This design comes from an exercise in tuning for small area, a short achievable clock period and few clock cycles on the open sky130 flow, not from production work. RTL that was checked went through simulation tests only; none was proved equivalent to the original. Power and IR drop assume default switching activity.

Setup of build 14:
// LASER
module LASER(CLK, RST, X, Y, C1X, C1Y, C2X, C2Y, DONE);
input CLK, RST;
input [3:0] X, Y;
output reg DONE;
output [3:0] C1X, C1Y, C2X, C2Y;
reg rq;
reg [3:0] xq;
reg [15:0] m0;
reg [15:0] m2;
reg [15:0] m3;
reg [15:0] m4;
reg [15:0] m5;
reg [15:0] m6;
reg [15:0] m7;
reg [15:0] m8;
reg [15:0] m9;
reg [15:0] m10;
reg [15:0] m11;
reg [15:0] m12;
reg [15:0] m13;
reg [15:0] m14;
reg [5:0] u;
wire [2:0] ph = u[2:0];
reg we, keep, cut, v6, v5, upd, last1, clr;
reg [3:0] yo;    
wire [5:0] un = (rq | (u == 6'd59)) ? 6'd63 : u + 6'd1;
wire [15:0] pdec = we ? (16'd1 << yo) : 16'd0;
always @(posedge CLK) begin
  rq <= RST;
  xq <= X;
  yo <= Y - {ph, 1'b0} - 4'd4;
  u <= un;
  we    <= ~RST & (un <= 6'd39);
  keep  <= ~RST & (un <= 6'd54);
  cut   <= (un >= 6'd40) & (un <= 6'd47);
  v6    <= (un[2:0] <= 3'd6);
  v5    <= (un[2:0] <= 3'd5);
  upd   <= ~RST & (un >= 6'd43) & (un <= 6'd58);
  last1 <= (un == 6'd50);
  clr   <= RST | (un == 6'd63);
end
localparam [7:0] E0_0 = 8'b11111010, E0_1 = 8'b01111111;
wire [1:0] wr0 = m0[1:0] & ~({2{cut}} & {E0_1[ph], E0_0[ph]});
always @(posedge CLK) m0 <= (keep ? {wr0, m0[15:2]} : 16'd0) | ((xq == 4'd0) ? pdec : 16'd0);
localparam [7:0] E2_0 = 8'b01110111, E2_1 = 8'b10101111;
wire [1:0] wr2 = m2[1:0] & ~({2{cut}} & {E2_1[ph], E2_0[ph]});
always @(posedge CLK) m2 <= (keep ? {wr2, m2[15:2]} : 16'd0) | ((xq == 4'd2) ? pdec : 16'd0);
localparam [7:0] E3_0 = 8'b01110111, E3_1 = 8'b10101111;
wire [1:0] wr3 = m3[1:0] & ~({2{cut}} & {E3_1[ph], E3_0[ph]});
always @(posedge CLK) m3 <= (keep ? {wr3, m3[15:2]} : 16'd0) | ((xq == 4'd3) ? pdec : 16'd0);
localparam [7:0] E4_0 = 8'b11111111, E4_1 = 8'b10101111;
wire [1:0] wr4 = m4[1:0] & ~({2{cut}} & {E4_1[ph], E4_0[ph]});
always @(posedge CLK) m4 <= (keep ? {wr4, m4[15:2]} : 16'd0) | ((xq == 4'd4) ? pdec : 16'd0);
localparam [7:0] E5_0 = 8'b01110111, E5_1 = 8'b10101111;
wire [1:0] wr5 = m5[1:0] & ~({2{cut}} & {E5_1[ph], E5_0[ph]});
always @(posedge CLK) m5 <= (keep ? {wr5, m5[15:2]} : 16'd0) | ((xq == 4'd5) ? pdec : 16'd0);
localparam [7:0] E6_0 = 8'b01110111, E6_1 = 8'b10101111;
wire [1:0] wr6 = m6[1:0] & ~({2{cut}} & {E6_1[ph], E6_0[ph]});
always @(posedge CLK) m6 <= (keep ? {wr6, m6[15:2]} : 16'd0) | ((xq == 4'd6) ? pdec : 16'd0);
localparam [7:0] E7_0 = 8'b01110111, E7_1 = 8'b01101111;
wire [1:0] wr7 = m7[1:0] & ~({2{cut}} & {E7_1[ph], E7_0[ph]});
  ...
Size: ~1600 cells after synthesis, ~350 flip-flops, ~14000 µm² of cells after synthesis.
Settings: LEC_CHECK=0, ABC_AREA=1, CAP_MARGIN=20, CORE_MARGIN=2, CORE_UTILIZATION=40, CTS_BUF_LIST=sky130_fd_sc_hd__clkbuf_16, CTS_CLUSTER_DIAMETER=150, CTS_CLUSTER_SIZE=20, SETUP_SLACK_MARGIN=3.7, SLEW_MARGIN=20; clock period 6.0 ns.
run.sh (not shown) runs the stock make flow with config.mk's settings and CLKGATE_MAP_FILE= SYNTH_SCRIPT=/design/flow/synth_recipe.tcl, a recipe that flattens the netlist after the stock synthesis.
Build 14 did not stop at any stage, and its layout met the timing, design-rule and antenna checks.
Testbench counts of build 14, summed over its fixed seeds: cycles 15,608.
> inputs changed (build 14 -> build 29)
# build 14
export LEC_CHECK = 0
export ABC_AREA = 1
export CAP_MARGIN = 20
export CORE_MARGIN = 2
export CORE_UTILIZATION = 40
export CTS_BUF_LIST = sky130_fd_sc_hd__clkbuf_16
export CTS_CLUSTER_DIAMETER = 150
export CTS_CLUSTER_SIZE = 20
export SETUP_SLACK_MARGIN = 3.7
export SLEW_MARGIN = 20
create_clock -name core_clock -period 6.0 [get_ports {CLK}]
# build 29
export LEC_CHECK = 0
export ABC_AREA = 1
export CAP_MARGIN = 20
export CORE_MARGIN = 2
export CORE_UTILIZATION = 40
export CTS_BUF_LIST = sky130_fd_sc_hd__clkbuf_4 sky130_fd_sc_hd__clkbuf_8
export SETUP_SLACK_MARGIN = 3.7
export SLEW_MARGIN = 20
create_clock -name core_clock -period 6.0 [get_ports {CLK}]
Results
- Delta (build 29 minus build 14): final cell count went up, area growth from synthesis to layout increased by 5.3 points relative to the old numbers, clock-buffer cell count shows an increase of about 330%, wire length after detailed routing went up by about 2.3%, setup slack after layout higher.
- [compare] base=build 14 new=build 29: switching part of the total shrank by 1.2 points, async set-reset flop share out of synthesis held steady.
- Summary of build 29 over build 14: combinational group share of total power went down by 2.4 points; post-cts sizing count saw an increase; overall power of the completed layout climbed 19%.
Inputs modified between build 29 and build 81:
# build 29
export LEC_CHECK = 0
export ABC_AREA = 1
export CAP_MARGIN = 20
export CORE_MARGIN = 2
export CORE_UTILIZATION = 40
export CTS_BUF_LIST = sky130_fd_sc_hd__clkbuf_4 sky130_fd_sc_hd__clkbuf_8
export SETUP_SLACK_MARGIN = 3.7
export SLEW_MARGIN = 20
create_clock -name core_clock -period 6.0 [get_ports {CLK}]
# build 81
export LEC_CHECK = 0
export ABC_AREA = 1
export CAP_MARGIN = 20
export CORE_MARGIN = 2
export CORE_UTILIZATION = 40
export CTS_BUF_LIST = sky130_fd_sc_hd__clkbuf_16
export CTS_CLUSTER_DIAMETER = 150
export CTS_CLUSTER_SIZE = 20
export SETUP_SLACK_MARGIN = 3.62
export SLEW_MARGIN = 20
create_clock -name core_clock -period 6.0 [get_ports {CLK}]
### Flow results
- Looking at uppermost metal layer occupied by signal nets, the met4 result is from build 81; the met5 one comes from build 29.
- Lower register-to-register setup slack among build 81 and build 29: build 81
- Relative to build 29, the total of plain and repair buffers excluding clock buffers measured on build 81 has decreased by more than 10%.
- Looking at startpoint of the most critical setup path, the c0c result is from build 29; the br[0] one comes from build 81.
- Comparing build 29 against build 81, there is no change at all in synthesized flop and latch total.
- Between build 81 and build 29, it is build 81 whose latest clock arrival within the worst-skew pair is lower, by 0.06 ns.
- Going from build 29 to build 81, the setup slack was found to have gone down by 0.077 ns.
- Taking build 29 as the reference, in build 81 wire length of the first global-routing pass lost about 4.4%; combinational group share of total power picked up an extra 2.0 points.


== main ==
Another version of the RTL of LASER (not shown whole).
Size in the first run: about 1,400 cells after synthesis, about 330 flip-flops, roughly 14,000 sq um of cells after synthesis.
clock: 6.0 ns
lec_check: 0
cap_margin: 20
core_margin: 2
core_utilization: 40
setup_slack_margin: 2.5
slew_margin: 20
Relative to main, the following input files were edited for the feature branch:
Settings: a change of SETUP_SLACK_MARGIN from 2.5 to 3.2.
[summary]
- Of main and the feature branch, the feature branch shows the higher period utilization, with main below it.
- Summary of the feature branch over main: met2 layer wire length in the routed design shows an increase of 2.6%, area of the core region has remained practically unchanged, final-layout fill cell count dropped 0.37%, worst setup slack -0.060 ns.
- Changes observed in the feature branch relative to main: overall power now smaller, area growth from synthesis to layout now larger, clock network fraction of total power now smaller.
- Of main and the feature branch, the run reporting the lower area of the multi-input gates was main.
- Overall fraction of global-route tracks in use of the feature branch is on par with main.
Function was not checked in any run of this note: the RTL went through the layout flow alone.


Another version of the RTL of LASER (not shown whole).
For scale: about 1800 cells after synthesis, about 0.015 sq mm of cells after synthesis.
## LASER
module LASER(CLK, RST, X, Y, C1X, C1Y, C2X, C2Y, DONE);
input CLK, RST;
input [3:0] X, Y;
output reg DONE;
output [3:0] C1X, C1Y, C2X, C2Y;
reg rq;
reg [3:0] xq;
reg [5:0] t;
reg [2:0] ph;
reg [15:0] m0;
reg [15:0] m2;
reg [15:0] m3;
reg [15:0] m4;
reg [15:0] m5;
reg [15:0] m6;
reg [15:0] m7;
reg [15:0] m8;
reg [15:0] m9;
reg [15:0] m10;
reg [15:0] m11;
reg [15:0] m12;
reg [15:0] m13;
reg [15:0] m14;
reg we, keep, cut, v6, v5, upd, last1, clr;
reg [3:0] yo;    
wire [5:0] tn = rq ? 6'd0 : (t == 6'd60) ? 6'd0 : t + 6'd1;
wire [2:0] phn = (tn == 6'd0) ? 3'd7 : ph + 3'd1;
wire [15:0] pdec = we ? (16'd1 << yo) : 16'd0;
always @(posedge CLK) begin
  rq <= RST;
  xq <= X;
  yo <= Y - {ph, 1'b0} - 4'd4;
  t <= tn;
  ph <= phn;
  we    <= ~RST & (tn >= 6'd1) & (tn <= 6'd40);
  keep  <= ~RST & (tn >= 6'd1) & (tn <= 6'd55);
  cut   <= (tn >= 6'd41) & (tn <= 6'd48);
  v6    <= (phn <= 3'd6);
  v5    <= (phn <= 3'd5);
  ...
clock: 6.0 ns
lec_check: 0
abc_area: 1
cap_margin: 20
core_margin: 2
core_utilization: 40
setup_slack_margin: 3.6
slew_margin: 20
Testbench counts at the start, summed over its fixed seeds: cycles 15,608.
Then changed:
ABC_AREA = not set   (was 1)
Flip-flop and latch count stays the same.
Final cell count goes down by about 17%.
Final area is higher by 0.82%.
Register-to-register slack gets worse by 0.02 ns.
Clock-buffer cell count fell by 4.
Worst setup slack gets worse by 0.018 ns.
Die area is lower by 2.6%.
Then changed:
SETUP_SLACK_MARGIN = 4.0   (was 3.6)
Effect:
- The new run finished with timing, DRC and antenna clean
- sequential cell count does not change
- setup slack loses 0.013 ns
- routed wire length climbs by about 5%


LASER with an RTL version that a note above also has.
Size in the first run: roughly 350 flip-flops, ~27 I/O pins, ~14000 µm² of cells after synthesis.
make LEC_CHECK=0 ABC_AREA=1 CAP_MARGIN=20 CORE_MARGIN=2 CORE_UTILIZATION=55 CTS_BUF_LIST=sky130_fd_sc_hd__clkbuf_16 CTS_CLUSTER_DIAMETER=150 CTS_CLUSTER_SIZE=20 SETUP_SLACK_MARGIN=3.7 SLEW_MARGIN=20 finish   # period 6.0 ns
The first run went through all stages and came out clean.
Testbench counts at the start, summed over its fixed seeds: cycles 15,608.
Edit:
Settings changed: CORE_UTILIZATION 55 to 40, CTS_CLUSTER_DIAMETER 150 to 200, CTS_CLUSTER_SIZE 20 to 30.
Outcome: The new run passed the timing, design-rule and antenna checks. Routed wire length goes down by 3.5%. Clock power is lower by 17%. Via count goes down by 0.87%.
Edit:
Settings changed: CTS_CLUSTER_DIAMETER 200 to 150, CTS_CLUSTER_SIZE 30 to 20, GPL_TIMING_DRIVEN set to 0.
The changed run produced a clean layout.
Cell area grows by 3.0%.
Global-route usage increases by 1.8 points.
Via count went up by 5.9%.
Routed wire length is higher by 11%.
Synthesized area does not change.
Worst setup slack loses 0.034 ns.
Total power climbs by 7.9%.
Clock skew goes up by 0.016 ns.
Combinational power grows by 27%.
Final cell count rises by 3.9%.
Worst hold slack is better by 0.0058 ns.
Edit:
Settings changed: GPL_TIMING_DRIVEN 0 to unset, SETUP_SLACK_MARGIN 3.7 to 3.8.
- The changed run produced a clean layout
- power came out lower by 1.3%
- via count came out lower by 4.1%
- critical path depth came out higher by 1
- setup slack improved by 0.10 ns
- non-clock buffer count came out lower by 65
- global-route usage came out lower by 1.7 points
Edit:
Settings changed: CTS_CLUSTER_SIZE 20 to 25, SETUP_SLACK_MARGIN 3.8 to 3.75.
What happened:
- worst hold slack is better by 0.011 ns
- global-route usage falls by 0.55 points
- worst setup slack is worse by 0.056 ns
- clock skew rises by 0.013 ns
- non-clock buffer count falls by 4


Setup of rev 12:
LASER, a different RTL version from the one above (not shown whole).
For scale: roughly 1800 cells after synthesis, roughly 340 flip-flops, about 27 I/O pins, roughly 15000 um2 of cells after synthesis.
clock: 6.0 ns
lec_check: 0
abc_area: 1
cap_margin: 20
core_margin: 2
core_utilization: 40
cts_buf_list: sky130_fd_sc_hd__clkbuf_4 sky130_fd_sc_hd__clkbuf_8
setup_slack_margin: 3.6
slew_margin: 20
Both conditions hold for rev 12: the flow ran to the end and the final layout passed the timing, design-rule and antenna checks.
diff inputs: rev 12 => rev 13
# rev 12
export LEC_CHECK = 0
export ABC_AREA = 1
export CAP_MARGIN = 20
export CORE_MARGIN = 2
export CORE_UTILIZATION = 40
export CTS_BUF_LIST = sky130_fd_sc_hd__clkbuf_4 sky130_fd_sc_hd__clkbuf_8
export SETUP_SLACK_MARGIN = 3.6
export SLEW_MARGIN = 20
create_clock -name core_clock -period 6.0 [get_ports {CLK}]
# rev 13
export LEC_CHECK = 0
export ABC_AREA = 1
export CAP_MARGIN = 20
export CORE_MARGIN = 2
export CORE_UTILIZATION = 40
export SETUP_SLACK_MARGIN = 3.6
export SLEW_MARGIN = 20
create_clock -name core_clock -period 6.0 [get_ports {CLK}]
==> notes.md <==
Rev 13 vs rev 12: area growth from synthesis to final layout up
Summary of rev 13 over rev 12: global-route wire length before repair shows an increase of 4.7%; remaining number of nets flagged by the antenna check after routing shows no meaningful change; switching power total shows an increase of about 1.4%; post-route cell area shows an increase of about 2.3%; first-iteration DRC count shows an increase of 36.
Between rev 13 and rev 12, it is rev 13 whose number of gates resized after cts is higher, by 79.
No run of this note included a check of the RTL's function; only the layout flow was run.


== amber ==
LASER, a different RTL version from the one above (not shown whole).
Size in the first run: ~1,800 cells after synthesis, ~350 flip-flops, ~27 I/O pins, about 15,000 um2 of cells after synthesis.
Settings: LEC_CHECK=0, ABC_AREA=1, CAP_MARGIN=20, CORE_MARGIN=2, CORE_UTILIZATION=60, SETUP_SLACK_MARGIN=3.6, SLEW_MARGIN=20; clock period 6.0 ns.
Testbench counts of amber, summed over its fixed seeds: cycles 15,608.
--- input diff amber..garnet ---
--- a/flow/config.mk
+++ b/flow/config.mk
@@ -9 +9 @@
-export CAP_MARGIN = 20
+export CAP_MARGIN = 5
@@ -11 +11,2 @@
-export CORE_UTILIZATION = 60
+export CORE_UTILIZATION = 40
+export CTS_BUF_LIST = sky130_fd_sc_hd__clkbuf_4 sky130_fd_sc_hd__clkbuf_8
@@ -13 +14 @@
-export SLEW_MARGIN = 20
+export SLEW_MARGIN = 5
- Diff amber..garnet | net switching power | negligible
- Post-CTS setup repair buffer count (lower): amber
- On garnet: clock insertion delay at the later pin of the skew report is 80 ps higher than what amber gave.
- Compared to amber, garnet has clock-buffer cell count 33 higher.
- NOTE total non-filler cell area in the finished layout amber->garnet increased slightly
- A worst setup path endpoint of e2[1] is what garnet shows, while e8[1] belongs to amber.
- Compare amber and garnet | utilization higher: amber
### garnet -> ember
--- a/flow/config.mk
+++ b/flow/config.mk
@@ -8,2 +8,3 @@
-export ABC_AREA = 1
-export CAP_MARGIN = 5
+export ABC_AREA = 0
+export ABC_CLOCK_PERIOD_IN_PS = 2400
+export CAP_MARGIN = 20
@@ -14 +15 @@
-export SLEW_MARGIN = 5
+export SLEW_MARGIN = 20
Findings:
- ember: flow completed, timing, DRC and antenna clean
- Looking at leading cell category by total area, the flip-flops and latches result is from garnet; the multi-input gates one comes from ember.
- In the final reports, the cell area of ember is larger than that of garnet.
- | portion of the layout cell area used by clock cells | higher: ember |
- garnet vs ember, leading cell type in the layout, fill and taps excluded: nand2_1 vs dfxtp_1
- When ember is measured against garnet, its register area share after synthesis turns out 0.89 points higher.
- Of garnet and ember, ember shows the lower power share of the clock group, with garnet above it.
- Of garnet and ember, the lower setup skew after layout belongs to garnet.

[re-timing with driven ports]
The flow's constraints put no driver on any port. The routed layouts listed below were extracted and timed again, unchanged, in two steps. Step 1 assumes that a clkbuf_16 drives the clock port and a buf_2 every other input. Step 2, shift: input delay + t, output delay - t, t = (earliest + latest rising clock arrival at the registers) / 2. This alone moves slack from input paths to output paths. Three values: no drivers, after step 1, after step 2; two values: the first two.
| run | shift t [ns] | setup slack, ns | worst setup path after step 2 | pins driven straight from the clock port |
|---|---|---|---|---|
| build 14 | 0.560 | 3.744 / 3.695 / 3.245 | input to register | 1 |
| build 29 | 0.621 | 3.751 / 3.711 / 3.233 | input to register | 1 |
| build 81 | 0.569 | 3.673 / 3.622 / 3.162 | input to register | 1 |
| main | 0.571 | 1.718 / 1.718 / 1.718 | register to register | 1 |
| the feature branch | 0.569 | 1.658 / 1.658 / 1.658 | register to register | 1 |
| the first run of note 3 | 0.573 | 3.632 / 3.602 / 3.145 | input to register | 1 |
| the second run of note 3 | 0.569 | 3.614 / 3.612 / 3.148 | input to register | 1 |
| the third run of note 3 | 0.565 | 3.601 / 3.601 / 3.524 | input to register | 1 |
| the first run of note 4 | 0.568 | 3.699 / 3.698 / 3.256 | input to register | 1 |
| the second run of note 4 | 0.546 | 3.732 / 3.694 / 3.251 | input to register | 1 |
| the third run of note 4 | 0.567 | 3.698 / 3.698 / 3.257 | input to register | 1 |
| the fourth run of note 4 | 0.568 | 3.798 / 3.762 / 3.493 | input to register | 1 |
| the fifth run of note 4 | 0.551 | 3.742 / 3.742 / 3.292 | input to register | 1 |
| rev 12 | 0.691 | 3.446 / 3.439 / 2.748 | input to register | 1 |
| rev 13 | 0.580 | 3.338 / 3.335 / 2.755 | input to register | 1 |
| amber | 0.563 | 3.615 / 3.611 / 3.134 | input to register | 1 |
| garnet | 0.641 | 3.632 / 3.608 / 3.096 | input to register | 1 |
| ember | 0.672 | 3.650 / 3.612 / 3.144 | input to register | 1 |
After both steps setup and hold are still met in every run listed. The setup slack of rev 12, which loses most, moves by -0.007 ns with the drivers and by -0.698 ns with both steps.
